Source: an optimization exercise on an open RTL-to-GDS flow (aim: small area). Production flows keep margins and buffers that such runs may drop.
Function was checked by simulation only, so behaviour that the tests miss may differ from the original.
Power is estimated from default activity; no workload was simulated.

## flow/flow/run.sh

```bash
#!/bin/bash
# Standard layout (standard.sh) with three changes:
#  - synthesis maps logic with an area-oriented ABC script (flow/synth.tcl, flow/area.abc);
#  - ports are buffered with sky130_fd_sc_hd__buf_1;
#  - clock tree: no dummy loads, few leaf buffers (settings below).
set -euo pipefail
W=$PWD
export MY_ABC=$W/flow/area.abc
export FLOW_SYNTH_TCL=$W/synth_recipe.tcl
CTS="-sink_clustering_enable -repair_clock_nets -dont_use_dummy_load"
CTS="$CTS ${CTS_EXTRA:--buf_list sky130_fd_sc_hd__clkbuf_8 -sink_clustering_size 30 -sink_clustering_max_diameter 200}"
bash standard.sh "SYNTH_SCRIPT=$W/flow/synth.tcl" \
  "BUFFER_PORTS_ARGS=-buffer_cell sky130_fd_sc_hd__buf_1" \
  "CTS_ARGS=$CTS" finish > $W/standard.log 2>&1
```

## flow/flow/area.abc

```
strash
dch -f
amap
```

## flow/flow/synth.tcl

```tcl
# The standard synthesis (synth_recipe.tcl), with ABC's mapping script replaced
# by an area-oriented one (flow/area.abc). Registers are mapped before ABC runs,
# so they and their names are exactly those of the standard synthesis.
proc abc {args} {
  set i [lsearch -exact $args -script]
  if {$i >= 0} { lset args [expr {$i + 1}] $::env(MY_ABC) }
  yosys abc {*}$args
}
source $::env(FLOW_SYNTH_TCL)
```

## flow/standard.sh

```bash
#!/bin/bash
# synth_recipe.tcl (not shown) runs the flow's synth.tcl, then flattens the netlist and writes it again
# the make line also repeats each setting of config.mk as NAME=value (left out here)
make -C /OpenROAD-flow-scripts/flow DESIGN_CONFIG=/design/flow/config.mk WORK_HOME=/design/flow/orfs CLKGATE_MAP_FILE= SYNTH_SCRIPT=/design/flow/synth_recipe.tcl "${@:-finish}"
```

## flow/config.mk

```make
export PLATFORM = sky130hd
export DESIGN_NAME = digital_clock
export DESIGN_NICKNAME = digital_clock
export VERILOG_FILES = /design/flow/design.v
export SDC_FILE = /design/flow/constraint.sdc
export NUM_CORES = 4
export LEC_CHECK = 0
export CAP_MARGIN = 20
export CORE_MARGIN = 2
export CORE_UTILIZATION = 60
export SLEW_MARGIN = 20
```

## flow/constraint.sdc

```tcl
create_clock -name core_clock -period 12.0 [get_ports {clk}]
set_input_delay 2.4000 -clock core_clock [delete_from_list [all_inputs] [get_ports {clk}]]
set_output_delay 2.4000 -clock core_clock [all_outputs]
set_load 0.01 [all_outputs]
```

## flow/design.v

```verilog
`timescale 1ns / 1ps
module clkDivider(clk, rst, adv, cnt);
input clk;
input rst;
input adv;
output reg [4:0] cnt;
wire wrap = adv & cnt[4] & cnt[3];           
wire [4:0] inc = cnt + {4'b0, adv};
always @(posedge clk or posedge rst)
begin
    if (rst)
        cnt <= 0;
    else
        cnt <= {inc[4:3] & {2{~wrap}}, inc[2:1], inc[0] & ~wrap};
end
endmodule
`timescale 1ns / 1ps
module clockdividersw(clk, rst, cnt);
input clk;
input rst;
output reg [5:0] cnt;
always @(posedge clk or posedge rst)
begin
    if (rst)
        cnt <= 0;
    else
        cnt <= cnt + 6'd1;
end
endmodule
`timescale 1ns / 1ps
module digital_clock(
input clk,
input rst,
input set,
input hrup,
input minup,
input clockdisplay,
input alarm,
input set_alarm,
input alarmhrs_up,
input alarmmins_up,
output reg alarm_triggered,
input stopwatch,
input stopwatchstart,
input stopwatchreset,
output reg [3:0] Anode_Activation,
output reg [6:0] Cathode_Activation,
output reg [4:0] hours,
output reg [5:0] stopwatch_mins
);
reg [4:0] set_alarm_hours;
reg [5:0] set_alarm_mins;
reg [6:0] stopwatch_ms;
reg [5:0] stopwatch_secs;
reg [5:0] secs;
reg [5:0] mins;
wire [5:0] refresh_counter;
wire [4:0] div25;
clockdividersw refreshInst(clk, rst, refresh_counter);
clkDivider clkDividerInst(clk, rst, &refresh_counter[3:0], div25);
wire tick = (refresh_counter[3:0] == 4'd7) && (div25 == 5'd12);
wire ticksw = (refresh_counter[1:0] == 2'd1);
wire secs59  = secs[5] & secs[4] & secs[3] & secs[1] & secs[0];
wire mins59  = mins[5] & mins[4] & mins[3] & mins[1] & mins[0];
wire hours23 = hours[4] & hours[2] & hours[1] & hours[0];
wire amins59 = set_alarm_mins[5] & set_alarm_mins[4] & set_alarm_mins[3] & set_alarm_mins[1] & set_alarm_mins[0];
wire ahrs23  = set_alarm_hours[4] & set_alarm_hours[2] & set_alarm_hours[1] & set_alarm_hours[0];
wire ms99    = stopwatch_ms[6] & stopwatch_ms[5] & stopwatch_ms[1] & stopwatch_ms[0];
wire swsecs59 = stopwatch_secs[5] & stopwatch_secs[4] & stopwatch_secs[3] & stopwatch_secs[1] & stopwatch_secs[0];
wire en_secs  = tick & ~set;
wire en_mins  = tick & (set ? minup : secs59);
wire en_hours = tick & (set ? hrup : (secs59 & mins59));
wire en_amins = tick & set_alarm & alarmmins_up;
wire en_ahrs  = tick & set_alarm & alarmhrs_up;
wire [5:0] secs_i  = secs + {5'b0, en_secs};
wire [5:0] mins_i  = mins + {5'b0, en_mins};
wire [4:0] hours_i = hours + {4'b0, en_hours};
wire [5:0] amins_i = set_alarm_mins + {5'b0, en_amins};
wire [4:0] ahrs_i  = set_alarm_hours + {4'b0, en_ahrs};
wire w_secs  = en_secs & secs59;
wire w_mins  = en_mins & mins59;
wire w_hours = en_hours & hours23;
wire w_amins = en_amins & amins59;
wire w_ahrs  = en_ahrs & ahrs23;
always @(posedge clk or posedge rst)
begin
    if (rst) begin
        secs <= 0;
        mins <= 0;
        hours <= 0;
        set_alarm_hours <= 0;
        set_alarm_mins <= 0;
        alarm_triggered <= 0;
    end else begin
        if (tick)
            alarm_triggered <= alarm && set_alarm_hours == hours && set_alarm_mins == mins;
        secs  <= {secs_i[5:2] & {4{~w_secs}}, secs_i[1:0]};
        mins  <= {mins_i[5:2] & {4{~w_mins}}, mins_i[1:0]};
        hours <= {hours_i[4:3] & {2{~w_hours}}, hours_i[2:0]};
        set_alarm_mins  <= {amins_i[5:2] & {4{~w_amins}}, amins_i[1:0]};
        set_alarm_hours <= {ahrs_i[4:3] & {2{~w_ahrs}}, ahrs_i[2:0]};
    end
end
wire run_sw = ticksw & stopwatch & stopwatchstart;
wire clr_sw = ticksw & stopwatchreset;
wire en_ms = run_sw;
wire en_sws = run_sw & ms99;
wire en_swm = en_sws & swsecs59;
wire [6:0] ms_i  = stopwatch_ms + {6'b0, en_ms};
wire [5:0] sws_i = stopwatch_secs + {5'b0, en_sws};
wire [5:0] swm_i = stopwatch_mins + {5'b0, en_swm};
wire w_ms  = en_ms & ms99;
wire w_sws = en_sws & swsecs59;
always @(posedge clk or posedge rst)
begin
    if (rst) begin
        stopwatch_ms <= 0;
        stopwatch_secs <= 0;
        stopwatch_mins <= 0;
    end else if (clr_sw) begin
        stopwatch_ms <= 0;
        stopwatch_secs <= 0;
        stopwatch_mins <= 0;
    end else begin
        stopwatch_ms   <= {ms_i[6:5] & {2{~w_ms}}, ms_i[4:3], ms_i[2] & ~w_ms, ms_i[1:0]};
        stopwatch_secs <= {sws_i[5:2] & {4{~w_sws}}, sws_i[1:0]};
        stopwatch_mins <= swm_i;
    end
end
wire [1:0] pos = refresh_counter[5:4];
wire show_alarm = set_alarm & ~stopwatch;
wire show_sw    = stopwatch & ~set_alarm;
reg [6:0] field;
always @(*) begin
    if (show_alarm)
        field = pos[1] ? {1'b0, set_alarm_mins} : {2'b0, set_alarm_hours};
    else if (show_sw)
        field = pos[1] ? stopwatch_ms : {1'b0, stopwatch_secs};
    else
        field = pos[1] ? {1'b0, secs} : {1'b0, mins};
end
wire [3:0] tens  = field / 7'd10;
wire [3:0] units = field % 7'd10;
wire [3:0] LED_BCD = pos[0] ? units : tens;
always @(*) begin
    case (pos)
    2'b00: Anode_Activation = 4'b0111;
    2'b01: Anode_Activation = 4'b1011;
    2'b10: Anode_Activation = 4'b1101;
    default: Anode_Activation = 4'b1110;
    endcase
end
always @(*) begin
    case (LED_BCD)
    4'd0: Cathode_Activation = 7'b0000001;
    4'd1: Cathode_Activation = 7'b1001111;
    4'd2: Cathode_Activation = 7'b0010010;
    4'd3: Cathode_Activation = 7'b0000110;
    4'd4: Cathode_Activation = 7'b1001100;
    4'd5: Cathode_Activation = 7'b0100100;
    4'd6: Cathode_Activation = 7'b0100000;
    4'd7: Cathode_Activation = 7'b0001111;
    4'd8: Cathode_Activation = 7'b0000000;
    4'd9: Cathode_Activation = 7'b0000100;
    default: Cathode_Activation = 7'b0000001;
    endcase
end
endmodule
```

==> reports/qor.csv <==
metric,value,unit
outcome,finished clean,
multi_input_area,1660,sq um
period_share,86.2,%
synth_top_area_share,44.5,%
cts_setup_buffers,0,
synthFlopType,dfrtp_1,
synth_top_family_by_area,compound AO/OA/AOI/OAI gates,
intPower,286,uW
yosysSeqAreaShare,44.5,%
clkPwrFrac,34.2,%
vias,2864,
synth_edf_count,0,
area_growth_syn_to_layout,10.5,%
final_layout_size_suffix_gt1_share,2.60,%
synth_xor_area_share,0,%
synth_common_cells,"69 x nor2_1, 59 x dfrtp_1, 48 x clkinv_1, 25 x ha_1, 23 x nand2_1",
dpl-instance-area,3550,sq um
cts_hold_buf,0,
rr_worst_depth,13,
muxShareOfSynthArea,0,%
antennaDiodeCount,0,
cts_resized,0,
worst_hold_path_type,register to register,
cts.path.max_buffers,2,
yosys.area_share.adder,9.42,%
p_comb_share,14.1,%
port-buffer-count,34,
htree_levels,3,
yosys.area_share.simple,19.8,%
period_needed,10.34,ns
grt_start_max_net_pins,60,
synth.distinct_cells,32,
synthArstFlopShare,100,%
ant_nets,0,
gp_congestion,0.814,
root_buffer,clkbuf_8,
critPathLaunchType,input pin,
setup_ws,1.66,ns
die_x,78.4,um
hold-path-cell-count,1,
critPathKind,input pin to output port,
max_slew_margin,30.9,%
clock_skew,0.00910,ns
viasPerCell,5.79,
ios,36,
clk_pin_slew,0.06,ns
syn-mean-instance-area,8.76,sq um
synthesis.area,3320,sq um
hold_violations,0,
drcViolationCount,0,
critPathBufInv,6,
setup_violations,0,
wirelength,6.73,mm
max_freq,0.0967,GHz
r2r-start,refreshInst.cnt[0],
end_kind,output port,
power.switching,104,uW
yosysMostFrequentCell,nor2_1,
powerDensity,106,nW/um^2
fin_setup_tns,0,ns
rsz0062_at_grt,false,
dp_cells,486,
clock-sinks,59,
dp_hpwl,4.97,mm
power_frac_seq,51.7,%
synth_warnings,3,
hold-path-endpoint,refreshInst.cnt[2],
grt-ovfl-total,0,
die_h,78.4,um
hold_start,refreshInst.cnt[2],
r2r_setup_slack,8.29,ns
fin_nets,463,
cpPeakStageDelay,0.49,ns
worst_path_max_delay_cell,o32ai_1,
drt_iter0_markers,145,
leakage,0.00152,uW
ir_drop,0.0670,mV
final_area,3670,sq um
syn_inst,379,
n_fill_cell,426,
antenna_found_initial,0,
cts_tree,yes,
max_cap_violations,0,
synth_top_cell_by_area,dfrtp_1,
crit_fanout,10,
crit_family,compound AO/OA/AOI/OAI gates,
drt_pass1_iterations,6,
rows,27,
synth_compound_area_share,20.9,%
worstMarginPinSlew,1.03,ns
wl_per_cell,13.6,um
first_global_vias,2619,
slew_violations,0,
switching_share,26.7,%
grt_first_pass_wirelength,11.5,mm
synth_seq_cells,59,
regArea,1480,sq um
required,9.60,ns
initial_core_util,61.1,%
timing.rr.end,mins[4],
synth_fp_nets,417,
gr-usage-all-layers,24.0,%
fin_cells,495,
cp_data_arrival_time,7.94,ns
core_region_area,5440,sq um
dp_slack,1.77,ns
clkLatencyLatePin,0.34,ns
cts_inserted_buffers,9,
synth_area_leaders,"dfrtp_1 44%, ha_1 9.4%, nor2_1 7.8%",
die_area,6150,sq um
[how the worst max path moves through the flow]
stage / start / to / slack (ns) / depth (start not counted)
floorplan: stopwatch / Cathode_Activation[0] / 2.73 / 27
global placement: stopwatch / Cathode_Activation[0] / 1.92 / 29
detailed placement: stopwatch / Cathode_Activation[0] / 1.77 / 29
CTS: stopwatch / Cathode_Activation[0] / 1.74 / 29
global route: stopwatch / Cathode_Activation[0] / 1.02 / 29
finish: stopwatch / Cathode_Activation[0] / 1.66 / 29
[kinds of logic (layout without fill, tap and decap cells)]
group                    Yosys count  after routing
AND/OR/NAND/NOR                  146            146
adder cells (fa/ha/maj)           25             25
buffers and inverters             48             92
flip-flops                        59             59
AO/OA/AOI/OAI                    101            101
[final cells by class]
cell class	count	area share, %
well taps	72	2.45
multi-input cells	272	45.3
flip-flops and latches	59	40.2
inverters	48	4.91
clock buffers	9	3.38
repair buffers	35	3.68
[routing by layer]
| metal | vias up | global-route usage [%] | routed length, um |
|---|---|---|---|
| met5 | - | 0 | 0 |
| met3 | 12 | 5.40 | 197 |
| met1 | 1334 | 30.4 | 3230 |
| li1 | 1477 | - | - |
| met4 | 0 | 9.30 | 119 |
| met2 | 41 | 40.1 | 3180 |
[stage by stage]
| stage | total power [uW] | hold slack [ns] | utilization, % |
|---|---|---|---|
| 6_report | 390 | 0.462 | 67.5 |
| 5_1_grt | 410 | 0.480 | 67.5 |
| 4_1_cts | 394 | 0.466 | 67.5 |
| 3_5_place_dp | 260 | 0.458 | 65.2 |
| 3_3_place_gp | 259 | 0.458 | 65.2 |
| 2_1_floorplan | 246 | 0.442 | - |
[placed cells by master (no fill, tap or decap), types with 2 or more instances in the layout]
master,n
a211oi_1,19
a21oi_1,16
a221oi_1,2
a311oi_1,2
a32oi_1,4
and3_1,7
buf_1,34
clkbuf_8,9
clkinv_1,47
dfrtp_1,59
ha_1,25
nand2_1,23
nand3_1,14
nand4_1,3
nor2_1,69
nor2b_1,9
nor3_1,12
nor4_1,2
o21a_1,2
o21ai_0,15
o221a_1,4
o221ai_1,9
o22ai_1,22
o32ai_1,2
or2_0,2
[flip-flops by register name, summed over array words and instances, names as in the netlist, 6 cells and up]
signal,flops
stopwatch_ms,7
mins,6
refreshInst.cnt,6
secs,6
set_alarm_mins,6
stopwatch_mins,6
stopwatch_secs,6
[power by group through the flow]
| stage | registers [uW] | clock network [uW] | logic [uW] |
|---|---|---|---|
| floorplan | 205 | 0 | 40.6 |
| global placement | 205 | 0 | 53.7 |
| detailed placement | 205 | 0 | 55.0 |
| CTS | 202 | 137 | 55.3 |
| global route | 202 | 146 | 63.0 |
| finish | 202 | 134 | 55.1 |

port drivers added, routing unchanged:
In the flow no input, the clock included, has a driving cell. The finished layout below was timed again as built, in two steps.
Step 1: set_driving_cell puts a clkbuf_16 on clk and a buf_2 on each other input, an assumption about the parent block.
Step 2 also shifts input and output timing later by t, the mid clock arrival at the registers, as if the neighbouring blocks saw the same clock.
a / b / c = no drivers / after step 1 / after step 2; a / b = the first two.
t, ns: 0.363
slack for setup (ns): 1.658 / 1.636 / 1.636
hold WS [ns]: 0.462 / 0.462 / 0.462
worst setup path after step 2: input to output
worst register clock-pin slew, ns: 0.06 / 0.06
After both steps setup and hold are still met in this run. For this run, drivers alone change the setup slack by -0.022 ns; drivers and shift together by -0.022 ns.
